Context: an optimization exercise on an open-source flow, tuned for small area. The choices shown serve that exercise and are no tape-out recipe.
No functional check of the RTL was part of any run shown here.
Power and IR drop assume default switching activity.

**flow/run.sh**
```bash
#!/bin/bash
# synth_recipe.tcl (not shown) runs the flow's synth.tcl, then flattens the netlist and writes it again
# the make line also repeats each setting of config.mk as NAME=value (left out here)
make -C /OpenROAD-flow-scripts/flow DESIGN_CONFIG=/design/flow/config.mk WORK_HOME=/design/flow/orfs CLKGATE_MAP_FILE= SYNTH_SCRIPT=/design/flow/synth_recipe.tcl finish
```
**flow/constraint.sdc**
```tcl
create_clock -name core_clock -period 15.0 [get_ports {clk}]
set_input_delay 3.0000 -clock core_clock [delete_from_list [all_inputs] [get_ports {clk}]]
set_output_delay 3.0000 -clock core_clock [all_outputs]
set_load 0.01 [all_outputs]
```
**flow/design.v**
```verilog
`timescale 1ns / 1ps
module riscv32i_cpu (
    input         clk, reset,
    input         Stall,
    input  [31:0] Instr,
    input         Ext_MemWrite,
    input  [31:0] Ext_WriteData, Ext_DataAdr,
    output        MemWrite,
    output [31:0] WriteData, DataAdr, ReadData,
    output [31:0] PC, Result
);
wire [2:0] f3 = Instr[14:12];
wire [4:0] rs1 = Instr[19:15];
wire [4:0] rs2 = Instr[24:20];
wire [4:0] rd  = Instr[11:7];
wire i_alu    =  Instr[4] & ~Instr[2];                           
wire i_upper  =  Instr[4] &  Instr[2];                           
wire i_load   = ~Instr[4] & ~Instr[6] & ~Instr[5];
wire i_store  = ~Instr[4] & ~Instr[6] &  Instr[5];
wire i_branch = ~Instr[4] &  Instr[6] & ~Instr[2];
wire i_jump   = ~Instr[4] &  Instr[6] &  Instr[2];               
wire i_jal    = i_jump & Instr[3];
wire i_jalr   = i_jump & ~Instr[3];
wire regwrite = ~(i_store | i_branch);
reg  [31:0] rf [1:31];
wire        rf_we = regwrite & ~reset & ~Stall;
genvar gi;
generate
    for (gi = 1; gi < 32; gi = gi + 1) begin : g_rf
        always @(posedge clk)
            if (rf_we && rd == gi) rf[gi] <= Result;
    end
endgenerate
wire [31:0] oh1 = reset ? 32'b0 : (32'b1 << rs1);
wire [31:0] oh2 = reset ? 32'b0 : (32'b1 << rs2);
reg  [31:0] rd1, rd2;
integer k;
always @(*) begin
    rd1 = {32{reset}} & Ext_DataAdr;
    rd2 = {32{reset}} & Ext_WriteData;
    for (k = 1; k < 32; k = k + 1) begin
        rd1 = rd1 | ({32{oh1[k]}} & rf[k]);
        rd2 = rd2 | ({32{oh2[k]}} & rf[k]);
    end
end
wire use_rs2 = ~reset & Instr[5] & ~Instr[2] & (Instr[4] | Instr[6]);    
wire [11:0] imm12 = {Instr[31:25], i_store ? Instr[11:7] : Instr[24:20]} & {12{~reset}};
wire [31:0] srcA = rd1;
wire [31:0] srcB = use_rs2 ? rd2 : {{20{imm12[11]}}, imm12};
wire sub = ~reset & (i_branch | (i_alu & (f3[1] | (Instr[5] & Instr[30]))));
wire [31:0] bx = srcB ^ {32{sub}};
wire [32:0] sum33 = {1'b0, srcA} + {1'b0, bx} + {32'b0, sub};
wire [31:0] sum = sum33[31:0];
wire ltu = ~sum33[32];
wire lt  = (srcA[31] ^ srcB[31]) ? srcA[31] : ltu;
wire [31:0] xr = srcA ^ srcB;
wire eq = ~|xr;
wire [4:0]  shamt = srcB[4:0];
wire        left  = ~f3[2];
wire        fill  = f3[2] & Instr[30] & srcA[31];
wire [31:0] arev;
wire [31:0] shr;
generate
    for (gi = 0; gi < 32; gi = gi + 1) begin : g_rev
        assign arev[gi] = srcA[31-gi];
    end
endgenerate
wire [31:0] sin = left ? arev : srcA;
wire [32:0] sext = $signed({fill, sin}) >>> shamt;
assign shr = sext[31:0];
wire [31:0] shl;
generate
    for (gi = 0; gi < 32; gi = gi + 1) begin : g_rev2
        assign shl[gi] = shr[31-gi];
    end
endgenerate
wire [7:0] f3oh = 8'b1 << f3;
wire [31:0] alures = ({32{f3oh[0]}} & sum)
                   | ({32{f3oh[1]}} & shl)
                   | {31'b0, f3oh[2] & lt}
                   | {31'b0, f3oh[3] & ltu}
                   | ({32{f3oh[4]}} & xr)
                   | ({32{f3oh[5]}} & shr)
                   | ({32{f3oh[6]}} & (srcA | srcB))
                   | ({32{f3oh[7]}} & (srcA & srcB));
wire take = i_jal | (i_branch & ((f3[2] ? (f3[1] ? ltu : lt) : eq) ^ f3[0]));
reg  [31:0] pc_q;
assign PC = pc_q;
wire [31:0] pc4 = {pc_q[31:2] + 30'd1, pc_q[1:0]};
wire [31:0] immpc;
assign immpc[0]     = 1'b0;
assign immpc[4:1]   = i_upper ? 4'b0 : (i_jal ? Instr[24:21] : Instr[11:8]);
assign immpc[10:5]  = i_upper ? 6'b0 : Instr[30:25];
assign immpc[11]    = i_upper ? 1'b0 : (i_jal ? Instr[20] : Instr[7]);
assign immpc[19:12] = i_branch ? {8{Instr[31]}} : Instr[19:12];
assign immpc[30:20] = i_upper ? Instr[30:20] : {11{Instr[31]}};
assign immpc[31]    = Instr[31];
wire [31:0] pcadd = pc_q + immpc;
wire [31:0] pcnext = i_jalr ? sum : (take ? pcadd : pc4);
always @(posedge clk)
    if (reset) pc_q <= 32'b0;
    else if (!Stall) pc_q <= pcnext;
assign MemWrite  = reset ? Ext_MemWrite : i_store;
assign DataAdr   = sum;
assign WriteData = rd2;
wire [5:0]  madr = sum[7:2];
wire [63:0] moh  = 64'b1 << madr;
wire        mem_we = MemWrite & ~Stall;
wire        m_w = reset | f3[1];
wire [3:0]  be;
assign be[0] = m_w | (~sum[1] & (f3[0] | ~sum[0]));
assign be[1] = m_w | (~sum[1] & (f3[0] |  sum[0]));
assign be[2] = m_w | ( sum[1] & (f3[0] | ~sum[0]));
assign be[3] = m_w | ( sum[1] & (f3[0] |  sum[0]));
wire [31:0] wlane;
assign wlane[7:0]   = rd2[7:0];
assign wlane[15:8]  = (~m_w & ~f3[0]) ? rd2[7:0] : rd2[15:8];
assign wlane[23:16] = m_w ? rd2[23:16] : rd2[7:0];
assign wlane[31:24] = m_w ? rd2[31:24] : (f3[0] ? rd2[15:8] : rd2[7:0]);
reg [31:0] dm [0:63];
generate
    for (gi = 0; gi < 64; gi = gi + 1) begin : g_dm
        always @(posedge clk) begin
            if (mem_we && moh[gi] && be[0]) dm[gi][7:0]   <= wlane[7:0];
            if (mem_we && moh[gi] && be[1]) dm[gi][15:8]  <= wlane[15:8];
            if (mem_we && moh[gi] && be[2]) dm[gi][23:16] <= wlane[23:16];
            if (mem_we && moh[gi] && be[3]) dm[gi][31:24] <= wlane[31:24];
        end
    end
endgenerate
reg [31:0] rw;
always @(*) begin
    rw = 32'b0;
    for (k = 0; k < 64; k = k + 1)
        rw = rw | ({32{moh[k]}} & dm[k]);
end
wire        l_w = f3[1];
wire        l_b = ~f3[1] & ~f3[0];
wire [1:0]  bsel = {sum[1] & ~l_w, sum[0] & l_b};
wire [7:0]  lo8 = bsel[1] ? (bsel[0] ? rw[31:24] : rw[23:16])
                          : (bsel[0] ? rw[15:8]  : rw[7:0]);
wire [7:0]  hi8h = (sum[1] & ~l_w) ? rw[31:24] : rw[15:8];
wire        sgn  = ~f3[2] & (l_b ? lo8[7] : hi8h[7]);
wire [31:0] ld;
assign ld[7:0]   = lo8;
assign ld[15:8]  = l_b ? {8{sgn}} : hi8h;
assign ld[31:16] = l_w ? rw[31:16] : {16{sgn}};
wire i_lui   = i_upper &  Instr[5];
wire i_auipc = i_upper & ~Instr[5];
assign Result = ({32{i_alu}}   & alures)
              | ({32{i_load}}  & ld)
              | ({32{i_jump}}  & pc4)
              | ({32{i_auipc}} & pcadd)
              | ({32{i_lui}}   & {Instr[31:12], 12'b0});
assign ReadData = Result;
endmodule
```
**flow/config.mk**
```make
export PLATFORM = sky130hd
export DESIGN_NAME = riscv32i_cpu
export DESIGN_NICKNAME = riscv32i_cpu
export VERILOG_FILES = /design/flow/design.v
export SDC_FILE = /design/flow/constraint.sdc
export NUM_CORES = 4
export LEC_CHECK = 0
export CAP_MARGIN = 20
export CORE_MARGIN = 2
export CORE_UTILIZATION = 70
export PLACE_DENSITY = 0.8
export SETUP_SLACK_MARGIN = 0
export SLEW_MARGIN = 20
```
==> summary.txt, run 1 <==
- The first error in the log reads "[ERROR GRT-0232] Routing congestion too high. Check the congestion heatmap in the GUI".
- The HPWL reported at the end of detailed placement is 400,800 um.
- The netlist uses between 100 and 150 different library cells.
- The number of buffers on the longest clock path is 4.
- In this run the count of I/O pins placed on the die edge is between 200 and 300.
- The tree built by TritonCTS fans out to ~3,100 sinks.
- When the global-route repair_timing finished, the worst setup path ended at ReadData[13].
- After synthesis the cells add up to about 0.13 mm^2.
- Ranked by total cell area, the synthesized netlist is headed by sky130_fd_sc_hd__edfxtp_1 70%, sky130_fd_sc_hd__a22oi_1 8.7%, sky130_fd_sc_hd__nand2_1 2.0%.
- Global routing used between 80% and 90% of the available tracks across all layers.
- The run stopped with a tool error.
- Synthesis produced between 9,000 and 10,000 cells.
- By count the netlist is led by 3,040 x sky130_fd_sc_hd__edfxtp_1, 1,514 x sky130_fd_sc_hd__a22oi_1, 710 x sky130_fd_sc_hd__nand2_1, 562 x sky130_fd_sc_hd__nor2_1, 444 x sky130_fd_sc_hd__clkbuf_1.
- Yosys printed 3 warnings.
- The top flip-flop cell by instance count after synthesis is sky130_fd_sc_hd__edfxtp_1.
- Counting flops and latches in the post-synthesis netlist gives 3,072.
- The number of buffers created by CTS is around 310.
- The fraction of synthesis flops using an asynchronous set or reset pin is 0%.
- Averaged over all synthesized cells, the footprint is between 10 and 15 um^2.
- The last flow stage reached is 5_1_grt.
- After the last repair the worst path ends at an output port.
- Row generation in the floorplan step produced 158 rows.
- The starting utilization of the core area is between 70 and 80%.
- The most repeated cell in the gate-level netlist after synthesis is sky130_fd_sc_hd__edfxtp_1.
- Summing the sequential cell areas from Yosys gives a little over two thirds of the chip area.
- The total overflow left after global routing is 220.
- The final weighted congestion of routability-driven global placement is ~1.2.
- The deepest level of the CTS H-tree is 5.
- The number of nets handed over by synthesis was about 9,600.
- The cell sitting at the root of the clock tree is a sky130_fd_sc_hd__clkbuf_16.
- Buffers placed on the I/O ports in this run total 258.
- From bottom edge to top edge, the die measures 437.0 um.
- Entering global routing, the biggest net connects about 70 pins.
- The number of enable-type register cells in the synthesized netlist is about 3,000.
- The die boundary width is 437.0 um.
- The synthesized design devotes to its leading area cell type a little over two thirds of total area.
- The top cell type by total area after synthesis is sky130_fd_sc_hd__edfxtp_1.
## per-layer routing
metal	global-route usage, %	overflow
met1	81.14	18
met2	91.92	87
met3	71.40	8
met4	75.81	105
met5	42.26	2
## how the worst min path moves through the flow
stage | from | to | slack (ns) | depth (start not counted)
floorplan | pc_q[31] | pc_q[31] | 0.53 | 2
global placement | pc_q[31] | pc_q[31] | 0.55 | 2
detailed placement | pc_q[31] | pc_q[31] | 0.55 | 2
CTS | pc_q[31] | pc_q[31] | 0.56 | 2
## through the flow
stage / cell area [um^2] / cells / hold slack (ns) / setup WS (ns)
after floorplan: 131200 / 9324 / 0.5275 / 0.4551
after global placement: 142100 / 12200 / 0.5473 / -0.4667
after detailed placement: 142300 / 12210 / 0.5487 / -0.6975
after CTS: 152200 / 12750 / 0.5599 / 0.007526
## power by group through the flow
stage | registers (mW) | logic, mW | clock network, mW
2_1_floorplan | 10.1 | 1.96 | 0
4_1_cts | 9.88 | 5.02 | 7.76
3_5_place_dp | 10.1 | 4.86 | 0
3_3_place_gp | 10.1 | 4.76 | 0
## cell families after synthesis
logic type / count (synthesis) / share of synthesized area [%]
AOI/OAI and AO/OA: 2569 / 14.62
xor gates and xnor gates: 111 / 0.7409
adders and majority gates: 128 / 1.232
buffers and inverters: 776 / 2.485
DFF: 3072 / 70.06
muxes: 174 / 1.570
and+or+nand+nor: 2494 / 9.294
## repair_timing
| item | CTS |
|---|---|
| gates cloned | 1 |
| resized for setup | 21 |
| buffers inserted | 6 |
| pin swaps | 5 |
| hold buffers | 0 |
| endpoints found under the setup margin | 61 |
==> inputs of run 2 (changes only) <==
--- a/flow/design.v
+++ b/flow/design.v
@@ -33,16 +33,18 @@
 endgenerate
 wire [31:0] oh1 = reset ? 32'b0 : (32'b1 << rs1);
 wire [31:0] oh2 = reset ? 32'b0 : (32'b1 << rs2);
-reg  [31:0] rd1, rd2;
-integer k;
-always @(*) begin
-    rd1 = {32{reset}} & Ext_DataAdr;
-    rd2 = {32{reset}} & Ext_WriteData;
-    for (k = 1; k < 32; k = k + 1) begin
-        rd1 = rd1 | ({32{oh1[k]}} & rf[k]);
-        rd2 = rd2 | ({32{oh2[k]}} & rf[k]);
+wire [31:0] rd1, rd2;
+wire [1023:0] rf_p1, rf_p2;
+generate
+    for (gi = 1; gi < 32; gi = gi + 1) begin : g_rfcat
+        assign rf_p1[gi*32 +: 32] = rf[gi];
+        assign rf_p2[gi*32 +: 32] = rf[gi];
     end
-end
+endgenerate
+assign rf_p1[31:0] = Ext_DataAdr;
+assign rf_p2[31:0] = Ext_WriteData;
+onehot_mux #(32) rp1 ({oh1[31:1], reset}, rf_p1, rd1);
+onehot_mux #(32) rp2 ({oh2[31:1], reset}, rf_p2, rd2);
 wire use_rs2 = ~reset & Instr[5] & ~Instr[2] & (Instr[4] | Instr[6]);    
 wire [11:0] imm12 = {Instr[31:25], i_store ? Instr[11:7] : Instr[24:20]} & {12{~reset}};
 wire [31:0] srcA = rd1;
@@ -128,12 +130,14 @@
         end
     end
 endgenerate
-reg [31:0] rw;
-always @(*) begin
-    rw = 32'b0;
-    for (k = 0; k < 64; k = k + 1)
-        rw = rw | ({32{moh[k]}} & dm[k]);
-end
+wire [31:0]   rw;
+wire [2047:0] dm_cat;
+generate
+    for (gi = 0; gi < 64; gi = gi + 1) begin : g_dmcat
+        assign dm_cat[gi*32 +: 32] = dm[gi];
+    end
+endgenerate
+onehot_mux #(64) mp (moh, dm_cat, rw);
 wire        l_w = f3[1];
 wire        l_b = ~f3[1] & ~f3[0];
 wire [1:0]  bsel = {sum[1] & ~l_w, sum[0] & l_b};
@@ -154,3 +158,24 @@
               | ({32{i_lui}}   & {Instr[31:12], 12'b0});
 assign ReadData = Result;
 endmodule
+module onehot_mux #(parameter N = 32) (
+    input  [N-1:0]      sel,
+    input  [N*32-1:0]   d,
+    output [31:0]       q
+);
+localparam G = (N + 2) / 3;
+reg [G-1:0] t [0:31];       
+integer b, g, j;
+reg [31:0] qq;
+always @(*) begin
+    for (b = 0; b < 32; b = b + 1) begin
+        for (g = 0; g < G; g = g + 1) begin
+            t[b][g] = 1'b0;
+            for (j = 3*g; j < 3*g + 3; j = j + 1)
+                if (j < N) t[b][g] = t[b][g] | (sel[j] & d[j*32 + b]);
+        end
+        qq[b] = |t[b];
+    end
+end
+assign q = qq;
+endmodule
--- a/flow/config.mk
+++ b/flow/config.mk
@@ -8,6 +8,7 @@
 export CAP_MARGIN = 20
 export CORE_MARGIN = 2
 export CORE_UTILIZATION = 70
+export CTS_BUF_LIST = sky130_fd_sc_hd__clkbuf_4 sky130_fd_sc_hd__clkbuf_8
 export PLACE_DENSITY = 0.8
 export SETUP_SLACK_MARGIN = 0
 export SLEW_MARGIN = 20
==> run 2 against run 1 <==
  * The run again fails in 5_1_grt
  * Synthesized cell count shrank 0.71%
  * Area after synthesis about the same
==> summary.txt, run 2 <==
- The number of unique standard cell types used by synthesis is just over 100.
- The congestion estimate from routability-driven global placement came to between 1 and 1.5.
- Once placement completed, the tool counted placed cells totaling around 12,000.
- The first global-routing pass estimated around 1,000,000 um of wire.
- The number of hold buffers added after CTS was 0.
- The wire-length estimate of the detail-placed layout is around 410,000 um.
- After detailed placement, the total cell area comes to 0.1447 mm^2.
- The deepest level of the CTS H-tree is 5.
- Entering global routing, the biggest net connects 69 pins.
- The flow did not finish.
- The commonest cells after synthesis are 3,040 x sky130_fd_sc_hd__edfxtp_1, 1,270 x sky130_fd_sc_hd__a22oi_1, 585 x sky130_fd_sc_hd__nand2_1, 557 x sky130_fd_sc_hd__nor2_1, 481 x sky130_fd_sc_hd__clkbuf_1.
- Counting flops with a built-in enable in the synthesized netlist gives between 3,000 and 4,000.
- The overall routing resource usage is slightly below 80%.
- The cell area after technology mapping is 0.1312 mm^2.
- The tool reported: "[ERROR GRT-0116] Global routing finished with congestion. Check the congestion regions in the DRC Viewer".
- Yosys attributes the largest share of cell area to sky130_fd_sc_hd__edfxtp_1 70%, sky130_fd_sc_hd__a22oi_1 7.3%, sky130_fd_sc_hd__nand2_1 1.7%.
- The die boundary height is approximately 440 um.
- The number of top-level pins is about 260.
- The area share of the leading cell type in the synthesized netlist is a little over two thirds.
- The die boundary width is ~440 um.
- The aggregate global routing overflow is 2.
- The flow stopped in 5_1_grt.
- The top flip-flop cell by instance count after synthesis is sky130_fd_sc_hd__edfxtp_1.
- The post-CTS setup repair buffer count is 0.
- In the synthesized netlist the async set-or-reset flop fraction comes to 0%.
- The setup slack at placement is -0.4165 ns.
- The per-instance average area after synthesis is 14.17 um^2.
- The via count of the first global-routing pass was roughly 120k.
- The fraction of the yosys area taken by sequential cells is 70.07%.
- Clock tree synthesis inserted a total of about 460 buffers.
- The net count after synthesis is ~9,500.
- The longest clock path from root to sink contains 4 buffers.
- The synthesized design contains about 3,100 register bits.
- The starting utilization of the core area is between 70% and 80%.
- The tree is rooted in a sky130_fd_sc_hd__clkbuf_8.
- After floorplanning, the core was divided into 158 placement rows.
- sky130_fd_sc_hd__edfxtp_1 takes more of the synthesized area than any other cell.
- The number of sinks on the clock net is 3,072.
- The number of cells produced by synthesis is a little over 9,000.
- For this run, the number of Yosys warnings is 7.
- The number of buffer cells added on primary ports is about 260.
- Among all cell types in the netlist, the one instantiated most often is sky130_fd_sc_hd__edfxtp_1.
## run 2: metal layers
layer | track usage [%] | GRT overflow
met1 | 79.94 | 0
met2 | 90.08 | 0
met3 | 67.82 | 0
met4 | 73.04 | 2
met5 | 44.73 | 0
## run 2: worst min-delay path by stage
| stage | end | slack [ns] |
|---|---|---|
| CTS | pc_q[22] | 0.54 |
| detailed placement | pc_q[22] | 0.53 |
| global placement | pc_q[22] | 0.51 |
| floorplan | pc_q[22] | 0.51 |
## run 2: power by group through the flow
stage | Combinational [mW] | Clock, mW | Sequential, mW
detailed placement | 4.77 | 0 | 10.0
global placement | 4.66 | 0 | 10.0
floorplan | 1.84 | 0 | 10.1
CTS | 4.91 | 6.98 | 9.87
## run 2: logic make-up after synthesis
family | Yosys count | synth area share (%)
xor+xnor | 111 | 0.7411
fa+ha+maj | 128 | 1.232
mux | 211 | 1.721
flops | 3072 | 70.07
compound gates | 2454 | 14.24
buf+inv | 811 | 2.535
simple gates | 2471 | 9.457
## run 2: what timing repair did
action / CTS
endpoints found under the setup margin: 51
endpoints found under the hold margin: 0
resized for setup: 18
pin swaps: 0
